Context: an optimization exercise on an open-source flow, tuned for small area, a short achievable clock period and few clock cycles per item. The choices shown serve that exercise and are no tape-out recipe. No run shown here included a check of the RTL's function; only the layout flow was run. Power and IR drop assume default switching activity.

==> flow/config.mk <==
export PLATFORM = sky130hd
export DESIGN_NAME = cache
export DESIGN_NICKNAME = cache
export VERILOG_FILES = /design/flow/design.v
export SDC_FILE = /design/flow/constraint.sdc
export NUM_CORES = 4
export LEC_CHECK = 0
export CAP_MARGIN = 20
export CORE_MARGIN = 2
export CORE_UTILIZATION = 45
export PLACE_DENSITY = 0.6
export SETUP_SLACK_MARGIN = 4.0
export SLEW_MARGIN = 20
export TNS_END_PERCENT = 5
==> flow/constraint.sdc <==
create_clock -name core_clock -period 7.5 [get_ports {clk}]
set_input_delay 1.5000 -clock core_clock [delete_from_list [all_inputs] [get_ports {clk}]]
set_output_delay 1.5000 -clock core_clock [all_outputs]
set_load 0.01 [all_outputs]
==> flow/design.v <==
module cache
(
    input clk,
    input rst,
    input  [11:0]  cpu_adr,
    input  [127:0] cpu_dat_m,
    input  [15:0]  cpu_sel,
    input          cpu_cyc,
    input          cpu_stb,
    input          cpu_we,
    output [127:0] cpu_dat_s,
    output         cpu_ack,
    output         cpu_rty,
    output [11:0]  mem_adr,
    output [127:0] mem_dat_m,
    output [15:0]  mem_sel,
    output         mem_cyc,
    output         mem_stb,
    output         mem_we,
    input  [127:0] mem_dat_s,
    input          mem_ack,
    input          mem_rty
);
logic [127:0] data_q [16];
logic [8:0]   tag_q  [16];
logic [15:0]  val_q;
logic [15:0]  dty_q;
logic [7:0]   lru_q;           
logic         ack_q;           
logic         wb_q;            
logic         fill_q;          
logic [15:0]  wline_q;         
logic         way_q;           
logic         we_q;            
logic [15:0]  wsel_q;          
logic [15:0]  fwd_q;           
logic [11:0]  madr_q;          
logic [127:0] dout_q;          
wire req  = cpu_cyc & cpu_stb;
wire idle = ~ack_q & ~wb_q & ~fill_q;
wire [2:0] set = cpu_adr[2:0];
wire [8:0] tg  = cpu_adr[11:3];
logic [15:0] match;            
logic [15:0] vline;            
logic [15:0] sel;
always_comb begin
    for (int l = 0; l < 16; l++) begin
        match[l] = val_q[l] & (set == l[2:0]) & (tag_q[l] == tg);
        vline[l] = (set == l[2:0]) & (lru_q[l[2:0]] == l[3]);
    end
    for (int l = 0; l < 16; l++)
        sel[l] = match[l] | (vline[l] & ~match[l ^ 8]);
end
wire m0  = |match[7:0];
wire m1  = |match[15:8];
wire hit = m0 | m1;
wire vw  = lru_q[set];
wire vd  = |(vline & dty_q);
wire lway = m1 | (vw & ~m0);   
logic [8:0] vtag;
always_comb begin
    vtag = '0;
    for (int l = 0; l < 16; l++)
        vtag = vtag | ({9{vline[l]}} & tag_q[l]);
end
logic ack_n, wb_n, fill_n;
always_comb begin
    ack_n  = 1'b0;
    wb_n   = 1'b0;
    fill_n = 1'b0;
    if (rst) begin
    end else if (idle) begin
        ack_n  = req & hit;
        wb_n   = req & ~hit & vd;
        fill_n = req & ~hit & ~vd;
    end else if (wb_q) begin
        wb_n   = ~mem_ack;
        fill_n = mem_ack;
    end else if (fill_q) begin
        fill_n = ~mem_ack;
    end
end
always_ff @(posedge clk) begin
    ack_q  <= ack_n;
    wb_q   <= wb_n;
    fill_q <= fill_n;
    for (int b = 0; b < 16; b++)
        fwd_q[b] <= ~rst & fill_q & ~mem_ack & ~wsel_q[b];
end
always_ff @(posedge clk) begin
    if (idle) begin
        wline_q <= sel;
        way_q   <= lway;
        we_q    <= cpu_we;
        for (int b = 0; b < 16; b++)
            wsel_q[b] <= cpu_we & cpu_sel[b];
        madr_q  <= vd ? {vtag, set} : cpu_adr;
    end else if (wb_q & mem_ack) begin
        madr_q  <= cpu_adr;
    end
end
logic [127:0] wd;
always_comb
    for (int b = 0; b < 16; b++)
        wd[8*b +: 8] = fwd_q[b] ? mem_dat_s[8*b +: 8] : cpu_dat_m[8*b +: 8];
always_ff @(posedge clk) begin
    for (int l = 0; l < 16; l++)
        for (int b = 0; b < 16; b++)
            if (wline_q[l] && (fill_q || (ack_q && wsel_q[b])))
                data_q[l][8*b +: 8] <= wd[8*b +: 8];
end
always_ff @(posedge clk) begin
    for (int l = 0; l < 16; l++)
        if (fill_q && wline_q[l])
            tag_q[l] <= madr_q[11:3];
end
always_ff @(posedge clk) begin
    if (rst) begin
        val_q <= '0;
        dty_q <= '0;
        lru_q <= '0;
    end else begin
        for (int l = 0; l < 16; l++) begin
            if (fill_q && wline_q[l]) begin
                val_q[l] <= 1'b1;
                dty_q[l] <= we_q;
            end else if (ack_q && we_q && wline_q[l]) begin
                dty_q[l] <= 1'b1;
            end
        end
        if (idle & req)
            lru_q[set] <= ~lway;
    end
end
logic [127:0] dway0, dway1;
always_comb begin
    dway0 = '0;
    dway1 = '0;
    for (int s = 0; s < 8; s++) begin
        dway0 = dway0 | ({128{set == s[2:0]}} & data_q[s]);
        dway1 = dway1 | ({128{set == s[2:0]}} & data_q[s + 8]);
    end
end
wire rway = wb_q ? way_q : lway;
always_ff @(posedge clk)
    dout_q <= rway ? dway1 : dway0;
wire ackc = ack_q | (fill_q & mem_ack);
assign cpu_ack   = req & ackc;
assign cpu_rty   = req & ~ackc;
logic [127:0] fwd;
always_comb
    for (int b = 0; b < 16; b++)
        fwd[8*b +: 8] = fwd_q[b] ? mem_dat_s[8*b +: 8] : dout_q[8*b +: 8];
assign cpu_dat_s = fwd;
assign mem_adr   = madr_q;
assign mem_dat_m = dout_q;
assign mem_sel   = 16'hffff;
assign mem_cyc   = wb_q | fill_q;
assign mem_stb   = wb_q | fill_q;
assign mem_we    = wb_q;
endmodule
==> flow/flow/run.sh <==
#!/bin/bash
# Own layout flow: the standard ORFS flow (standard.sh) with three changes:
#  - synthesis maps the logic with Yosys's default ABC script (area-lean) instead of
#    ORFS's abc_speed script; everything else in the synthesis is the standard flow's own script
#    (synth_recipe.tcl), so the registers are the standard synthesis's;
#  - the port buffers are sky130_fd_sc_hd__buf_1 (resized later by the repair as needed);
#  - CTS clusters more sinks per clock buffer and adds no dummy loads.
# The tools' output goes to standard.log in the work folder (and ORFS's own logs under orfs/).
set -euo pipefail
W=$(pwd)

cat > "$W/own_synth.tcl" <<TCL
# ABC with its default script: drop ORFS's -script and -D arguments.
proc abc {args} {
  set out {}
  set skip 0
  foreach a \$args {
    if {\$skip} { set skip 0; continue }
    if {\$a eq "-script" || \$a eq "-D"} { set skip 1; continue }
    lappend out \$a
  }
  yosys abc {*}\$out
}
source $W/synth_recipe.tcl
TCL

bash "$W/standard.sh" \
  "SYNTH_SCRIPT=$W/own_synth.tcl" \
  "BUFFER_PORTS_ARGS=-buffer_cell sky130_fd_sc_hd__buf_1" \
  "CTS_ARGS=-sink_clustering_enable -repair_clock_nets -sink_clustering_size 22 -sink_clustering_max_diameter 75 -buf_list sky130_fd_sc_hd__clkbuf_16 -dont_use_dummy_load" \
  finish > "$W/standard.log" 2>&1
==> flow/standard.sh <==
#!/bin/bash
# synth_recipe.tcl (not shown) runs the flow's synth.tcl, then flattens the netlist and writes it again
# the make line also repeats each setting of config.mk as NAME=value (left out here)
make -C /OpenROAD-flow-scripts/flow DESIGN_CONFIG=/design/flow/config.mk WORK_HOME=/design/flow/orfs CLKGATE_MAP_FILE= SYNTH_SCRIPT=/design/flow/synth_recipe.tcl "${@:-finish}"
==> results of run 1 <==
==> layer usage <==
layer / track usage (%) / part of all wire, % / vias to the layer above
li1: - / - / 23507
met3: 3.85 / 9.1 / 359
met5: 0 / 0.012 / -
met1: 34.7 / 40 / 27906
met4: 7.81 / 2.8 / 4
met2: 40.1 / 48 / 2848
==> power breakdown <==
part,internal [µW],switching (µW)
clock,3250,4080
combinational,701,1400
sequential,15100,245
total,19100,5730
==> cell usage after synthesis (all sizes together) (2+ instances only) <==
cell,n
edfxtp,2238
nor2b,318
and2,44
a21boi,5
a221oi,39
inv,276
a2bb2oi,2
nand3,195
and3,41
nor2,75
a2111oi,6
and4,3
or4,4
o2111a,3
xor2,84
a211oi,33
a22oi,209
dfxtp,187
a222oi,534
or3b,2
nor4,35
clkbuf,331
ha,7
nor3,15
xnor2,21
o2111ai,2
a21oi,74
a31oi,5
a22o,3
o221ai,2
a41oi,5
nand2b,11
nand4,40
a211o,2
mux2,70
buf,52
nand2,283
o21ai,268
nand3b,5
or3,2
mux2i,59
==> flip-flops by register name, summed over array words and instances (netlist names), 16 cells and up <==
register	cells
data_q	2048
tag_q	144
dout_q	128
dty_q	16
fwd_q	16
val_q	16
wline_q	16
wsel_q	16
==> logic make-up after synthesis <==
family / count (synthesis)
compound gates: 1197
xor+xnor: 105
flops: 2425
buf+inv: 659
fa+ha+maj: 7
other cells: 1
simple gates: 1076
mux: 130
==> cell type report <==
cell class,instances,area (µm²)
Clock buffer,137,3430
Inverter,276,1050
Tap cell,2672,3340
Multi-Input combinational cell,2533,18200
Sequential cell,2425,71000
Antenna cell,29,72.6
Fill cell,16693,100000
Timing Repair Buffer,835,4960
==> repair_timing <==
| action | in CTS | in global routing |
|---|---|---|
| pin swaps | 7 | 9 |
| setup buffers | 46 | 17 |
| endpoints found under the setup margin | 189 | 258 |
| endpoints found under the hold margin | 0 | 0 |
| resized for setup | 87 | 23 |
| gates cloned | 12 | 2 |
==> metrics by stage <==
step	worst slack (ps)	cell area [µm²]
CTS	3680	102000
detailed placement	1710	97100
floorplan	3500	91500
global placement	1630	97100
finish	3610	102000
global route	3620	102000
==> path summary, 6_finish.rpt <==
kind | from | endpoint | slack (ps) | cells after the start
worst min-delay path | wsel_q[15] | fwd_q[15] | 420 | 1
worst max register to register | tag_q[9][2] | dout_q[28] | 4040 | 12
worst max-delay path | cpu_adr[11] | dout_q[28] | 3610 | 14
worst min register to register | wsel_q[15] | fwd_q[15] | 420 | 1
==> worst max-delay path, cell delays in order <==
cell	delay [ps]
buf_1	130
buf_12	210
nor2b_1	90
or3_1	410
or4_4	540
o21ai_4	230
nor4_4	70
a21boi_4	170
buf_6	130
o21a_4	250
buf_12	150
buf_16	170
buf_16	170
mux2_4	310
==> impl_results.md, run 1 <==
* WHS at 420 ps
* WS Path Type: in -> reg
* Top_reg_cell synth: edfxtp_1
* Static Leak at 0.0329 µW
* Overflow after GRT at 0
* Synthesis-to-finish area growth at 11.6%
* Post-Syn Area at 0.0914 mm²
* Clock slew at reported path FFs at 90 ps
* Final core utilization at 50.5%
* Pre-antenna DRT Iters at 10
* Post-synth top area share at 73.5%
* Sequential fraction of the synthesis area at 77.6%
* CTS tree: yes
* Slew headroom at 21.4%
* Vias in the first global route at 51.5k
* Yosys warnings at 3
* Max Fclk at 257 MHz
* Worst Path Required at 8180 ps
* Skew final at 93.6 ps
* XOR/XNOR Fraction of Synth Area at 1.01%
* Hpwl dp at 151000 µm
* Initial antenna violation count at 19
* Largest family of logic cells by synthesized area: compound AO/OA/AOI/OAI gates
* Max-slew violations at 0
* Cells after synthesis at 5600
* ANT nets after route at 0
* Die area at 0.207 mm²
* Cts bufs inserted at 137
* First-pass GRT wire length at 370000 µm
* Final Critical Period at 3890 ps
* Post-synthesis mux area share at 1.79%
* Crit path DAT at 4560 ps
* Largest net degree at the start of global routing at 144
* Vias/cell at 6.13
* Crit-path max FO at 21
* Worst Hold Class: reg -> reg
* Chip Height at 455 µm
* Cell variety after synth at 58
* Flops & latches, synth at 2425
* Avg WL per Cell at 29.6 µm
* Compound-cell area share of the yosys netlist at 10.5%
* Die width at 455 µm
* CTS sink count at 2425
* Final net count at 6506
* Max-Cap Viols at 0
* Routed WL at 264000 µm
* Setup violations, final at 0
* Initial Util at 45.2%
* Crit start category: input pin
* Fin. Hold Viols at 0
* Share of layout cells above drive strength 1 at 9.02%
* Port Buffers at 562
* Post-synth top area cell: edfxtp_1
* Slew @ Worst Pin at 1180 ps
* Routability cong. at 0.920
* Starting DRT DRC Count at 8235
* Top cells by area, synth: edfxtp_1 (74%), a222oi_1 (5.8%), dfxtp_1 (4.1%)
* Fin crit share at 51.8%
* Fraction of registers with async set/reset at 0%
* Placed Cells incl. Taps at 8661
* Post-synth EDFFs at 2238
* Synth Area in Adders at 0.0958%
* Most frequent cells in the layout: edfxtp_1 (2238), buf_1 (551), a222oi_1 (534), nor2b_1 (312), nand2_1 (281)
* Most common cell after layout, fill and taps aside: edfxtp_1
* CORE AREA at 0.202 mm²
* Via count at 54.6k
* RSZ-0062 raised after global routing: true
* H-Tree Depth at 4
* Ports at 580
* Max VDD drop at 185 µV
* All-Layer GR Usage at 24.8%
* Root Driver: clkbuf_16
* Pwr/cell area at 243 mW/mm²
* CTS Buffer Depth at 3
* Critical Path End Type: flip-flop
* Total Power at 24800 µW
* # rows at 165
* Simple-gate portion of the synthesized area at 6.13%
* Worst-skew pair later-pin latency at 810 ps
* Finished Layout Cells at 8907
* CTS Hold Bufs at 0
* Post-detailed-route DRC marker count at 0
* Final setup TNS at 0 ps
* Synth Area per Inst at 16.3 µm²
* Run status: finished clean
==> inputs of run 2 (changes only) <==
--- a/flow/design.v
+++ b/flow/design.v
@@ -44,9 +44,10 @@
 logic [15:0] vline;            
 logic [15:0] sel;
+for (genvar l = 0; l < 16; l++) begin : g_cmp
+    tag_match cmp (.tag(tag_q[l]), .tg(tg), .v(val_q[l]), .s(set == l[2:0]), .m(match[l]));
+end
 always_comb begin
-    for (int l = 0; l < 16; l++) begin
-        match[l] = val_q[l] & (set == l[2:0]) & (tag_q[l] == tg);
+    for (int l = 0; l < 16; l++)
         vline[l] = (set == l[2:0]) & (lru_q[l[2:0]] == l[3]);
-    end
     for (int l = 0; l < 16; l++)
         sel[l] = match[l] | (vline[l] & ~match[l ^ 8]);
@@ -55,5 +56,5 @@
 wire m1  = |match[15:8];
 wire hit = m0 | m1;
-wire vw  = lru_q[set];
+wire vw  = |vline[15:8];
 wire vd  = |(vline & dty_q);
 wire lway = m1 | (vw & ~m0);   
@@ -160,2 +161,12 @@
 assign mem_we    = wb_q;
 endmodule
+module tag_match
+(
+    input  [8:0] tag,
+    input  [8:0] tg,
+    input        v,
+    input        s,
+    output       m
+);
+assign m = v & s & (tag == tg);
+endmodule
--- a/flow/config.mk
+++ b/flow/config.mk
@@ -12,3 +12,5 @@
 export SETUP_SLACK_MARGIN = 4.0
 export SLEW_MARGIN = 20
+export SYNTH_HIERARCHICAL = 1
+export SYNTH_MINIMUM_KEEP_SIZE = 0
 export TNS_END_PERCENT = 5
==> run 2 against run 1 <==
  * Still clean on timing, DRC and antenna
  * Synthesized area is 0.87% lower
  * Flip-flop and latch count did not move
  * Global-route usage down 0.39 points
  * Final cell count is 0.48% lower
  * Critical path type unchanged
  * Largest cell class unchanged
  * Highest routed layer unchanged
==> impl_results.md, run 2 <==
* Max incr delay on CP at 400 ps
* Met2 global-route usage at 39.8%
* Port Buffers at 562
* Number of flip-flops in the largest register at 2048
* Cts bufs inserted at 136
* Cells after synthesis at 5588
* Avg WL per Cell at 29.3 µm
* Worst Path Buf+Inv at 6
* Vias/cell at 6.11
* Routability cong. at 0.851
* Largest reg by FF count: data_q
* RSZ-0062 raised after global routing: true
* Post-synth top area share at 74.2%
* Yosys warnings at 11
* Met1 usage at 33.9%
* Fraction of registers with async set/reset at 0%
* Filler instances at 16.6k
* Worst path cell trace: buf_1 -> buf_6 -> inv_12 -> ha_4 -> ha_4 -> nand2_2 -> a211o_1 -> a2111o_1 -> nor4_4 -> nor4_2 -> nand2_1 -> a41oi_2 -> o31ai_4 -> buf_12 -> bufbuf_16 -> buf_16 -> nor2_1 -> a21oi_1
* Clock slew at reported path FFs at 80 ps
* Largest regs: data_q x2048, tag_q x144, dout_q x128
* Worst Hold Class: reg -> reg
* Root Driver: clkbuf_16
* Clk pwr share at 29.7%
* Post-Place Worst Slack at 1680 ps
* Post-synth EDFFs at 2238
* First-pass GRT wire length at 363000 µm
* CTS tree: yes
* CTS Buffer Depth at 3
* Total Power at 24500 µW
* Hold depth at 1
* Crit path max-delay family: compound AO/OA/AOI/OAI gates
* Hpwl dp at 147000 µm
* Top Usage Layer GRT: met2
* Skew final at 78.9 ps
* Synthesis-to-finish area growth at 11.7%
* Worst-skew pair later-pin latency at 820 ps
* CORE AREA at 0.200 mm²
* Die width at 453 µm
* Final core utilization at 50.6%
* H-Tree Depth at 4
* ANT nets after route at 0
* Flops & latches, synth at 2425
* Routed WL at 259000 µm
* CTS Hold Bufs at 0
* Post-Syn Area at 0.0906 mm²
* Worst Setup Slack, final at 3510 ps
* Crit. Startpoint: cpu_adr[0]
* Slew headroom at 23.0%
* Crit path DAT at 4720 ps
* Max-slew violations at 0
* Crit start category: input pin
* Seq. cell area at 0.0710 mm²
* Run status: finished clean
* Cell variety after synth at 51
* Worst flop-to-flop path startpoint: tag_q[0][6]
* Most common cell after layout, fill and taps aside: edfxtp_1
* All-Layer GR Usage at 24.4%
* Crit-path max FO at 42
* Via count at 54.2k
* Die area at 0.205 mm²
* Max VDD drop at 196 µV
* # rows at 164
* Area of the multi-input gates at 0.0174 mm²
* Vias in the first global route at 51.6k
* Most frequent cells in the layout: edfxtp_1 (2238), buf_1 (555), a222oi_1 (515), nand2_1 (308), inv_1 (299)
* Final net count at 6487
* CP max stage cell: a2111o_1
* Final setup TNS at 0 ps
* Dominant cell by count in the synthesized netlist: edfxtp_1
* Crit. path cell count at 18
* HP Start: wsel_q[14]
* Critical Path End Type: flip-flop
* Global routing usage on met3 at 3.70%
* Slew @ Worst Pin at 1160 ps
* Max Fclk at 251 MHz
* Overflow after GRT at 0
* Fin crit share at 53.1%
* Static Leak at 0.0323 µW
* Pre-antenna DRT Iters at 9
* P_int at 18900 µW
* Worst Path Required at 8240 ps
* Final Critical Period at 3990 ps
* Synth cell count leaders: edfxtp_1 (2238), a222oi_1 (515), clkbuf_1 (312), nand2_1 (311), o21ai_0 (305)
* Post-detailed-route DRC marker count at 0
* WS Path Type: in -> reg
* Synth Area per Inst at 16.2 µm²
* CTS sink count at 2425
* Switching Fraction at 22.8%
* Ports at 580
* Top_reg_cell synth: edfxtp_1
* Post-synth top area cell: edfxtp_1
* Flop pwr share at 62.6%
* Share of layout cells above drive strength 1 at 7.85%
* Initial Util at 45.3%
* Max-Cap Viols at 0
* Reg2reg path depth at 13
* Setup violations, final at 0
* Initial antenna violation count at 26
* Fin. Hold Viols at 0
* Starting DRT DRC Count at 8538
* Sequential fraction of the synthesis area at 78.3%
* Largest net degree at the start of global routing at 143
* Comb power frac at 7.7%
* Worst path most repeated cell: ha_4
* Psw at 5590 µW
* Top cells by area, synth: edfxtp_1 (74%), a222oi_1 (5.7%), dfxtp_1 (4.1%)
* Chip Height at 453 µm
* Pwr/cell area at 242 mW/mm²
## run 2: cell count changes after synthesis, sizes merged, moves of 34 or more
cell,previous run,this run
o21ai,268,305
mux2,70,0
a31oi,5,40
a21o,0,42
nor2,75,120
a221oi,39,94
nand4,40,6
mux2i,59,0
nor2b,318,267
and3,41,6
## run 2: worst reg2reg max path: stages, from the launching register on
cell and delay (ps):
edfxtp_1 420, xor2_1 160, a211o_1 280, a2111o_1 400, nor4_4 390, nor4_2 60
nand2_1 120, a41oi_2 70, o31ai_4 290, buf_12 160, bufbuf_16 280, buf_16 290
nor2_1 110, a21oi_1 140
## run 2: area by class of cell
type	instances	share of cell area [%]
Antenna cell	20	0.0495
Clock buffer	136	3.36
Inverter	302	1.14
Tap cell	2656	3.28
Multi-Input combinational cell	2499	17.2
Timing Repair Buffer	826	4.86
Sequential cell	2425	70.1
## run 2: Yosys stat by module (local to each module, per instance)
module | area, µm² | flops+latches | times used | cells inside
cache | 88700 | 2425 | 1 | 5348
tag_match | 116 | 0 | 16 | 15
## run 2: through the flow
step / hold WS (ps) / area (µm²) / cells
detailed placement: 424 / 96300 / 8646
floorplan: 412 / 90800 / 5603
finish: 459 / 101000 / 8864
CTS: 438 / 101000 / 8832
global route: 484 / 101000 / 8846
global placement: 425 / 96200 / 8642
## run 2: cell families (layout without fill, tap and decap cells)
group	Yosys count	after routing	synth area share (%)
simple gates	981	981	5.48
buf+inv	679	1264	3.02
fa+ha+maj	6	6	0.0829
xor+xnor	112	112	1.08
flops	2425	2425	78.3
other cells	1	36	0.00414
compound gates	1384	1384	12.0
## run 2: metal layers
layer	up-vias	routed length (µm)
met4	4	7640
li1	23460	-
met3	362	24100
met5	-	27
met2	2837	125000
met1	27505	103000
## run 2: power groups by stage
stage / sequential (µW) / clock (µW) / combinational (µW)
floorplan: 15600 / 0 / 912
global placement: 15700 / 0 / 1750
detailed placement: 15700 / 0 / 1790
CTS: 15400 / 7390 / 1870
global route: 15400 / 7830 / 2020
finish: 15400 / 7280 / 1880
## run 2: worst paths after layout
check                           slack [ps]          to
worst max register to register        4280  dout_q[91]
worst max-delay path                  3510  dout_q[91]
worst min register to register         460   fwd_q[14]
worst min-delay path                   460   fwd_q[14]
## run 2: timing repair
| item | CTS | global route |
|---|---|---|
| setup buffers | 35 | 6 |
| pin swaps | 11 | 2 |
| gates resized for setup | 55 | 22 |
| gates cloned | 15 | 5 |
| endpoints found under the setup margin | 203 | 271 |

-- afterwards: timing with drivers on the ports --
The results above use ideal ports. As a check the final layouts listed here were re-extracted and re-timed, cells and wires unchanged.
Step 1 assumes that a clkbuf_16 drives the clock port and a buf_2 every other input.
Step 2 adds t to the input delays and takes it off the output delays; t is the mean of the earliest and latest rising clock arrival at the registers after step 1. Input paths then give back, and output paths get back, about the clock's delay inside the block.
Slacks: ideal ports / drivers / drivers and shift; pairs: ideal ports / drivers.
run	t (ns)	setup slack, ns	hold WS [ns]
run 1	0.858	3.613 / 3.604 / 2.821	0.420 / 0.420 / 0.420
run 2	0.860	3.514 / 3.547 / 2.687	0.459 / 0.459 / 0.459
After both steps every run listed still meets setup and hold. For run 2, which loses most, drivers alone change the setup slack by +0.033 ns; drivers and shift together by -0.827 ns.
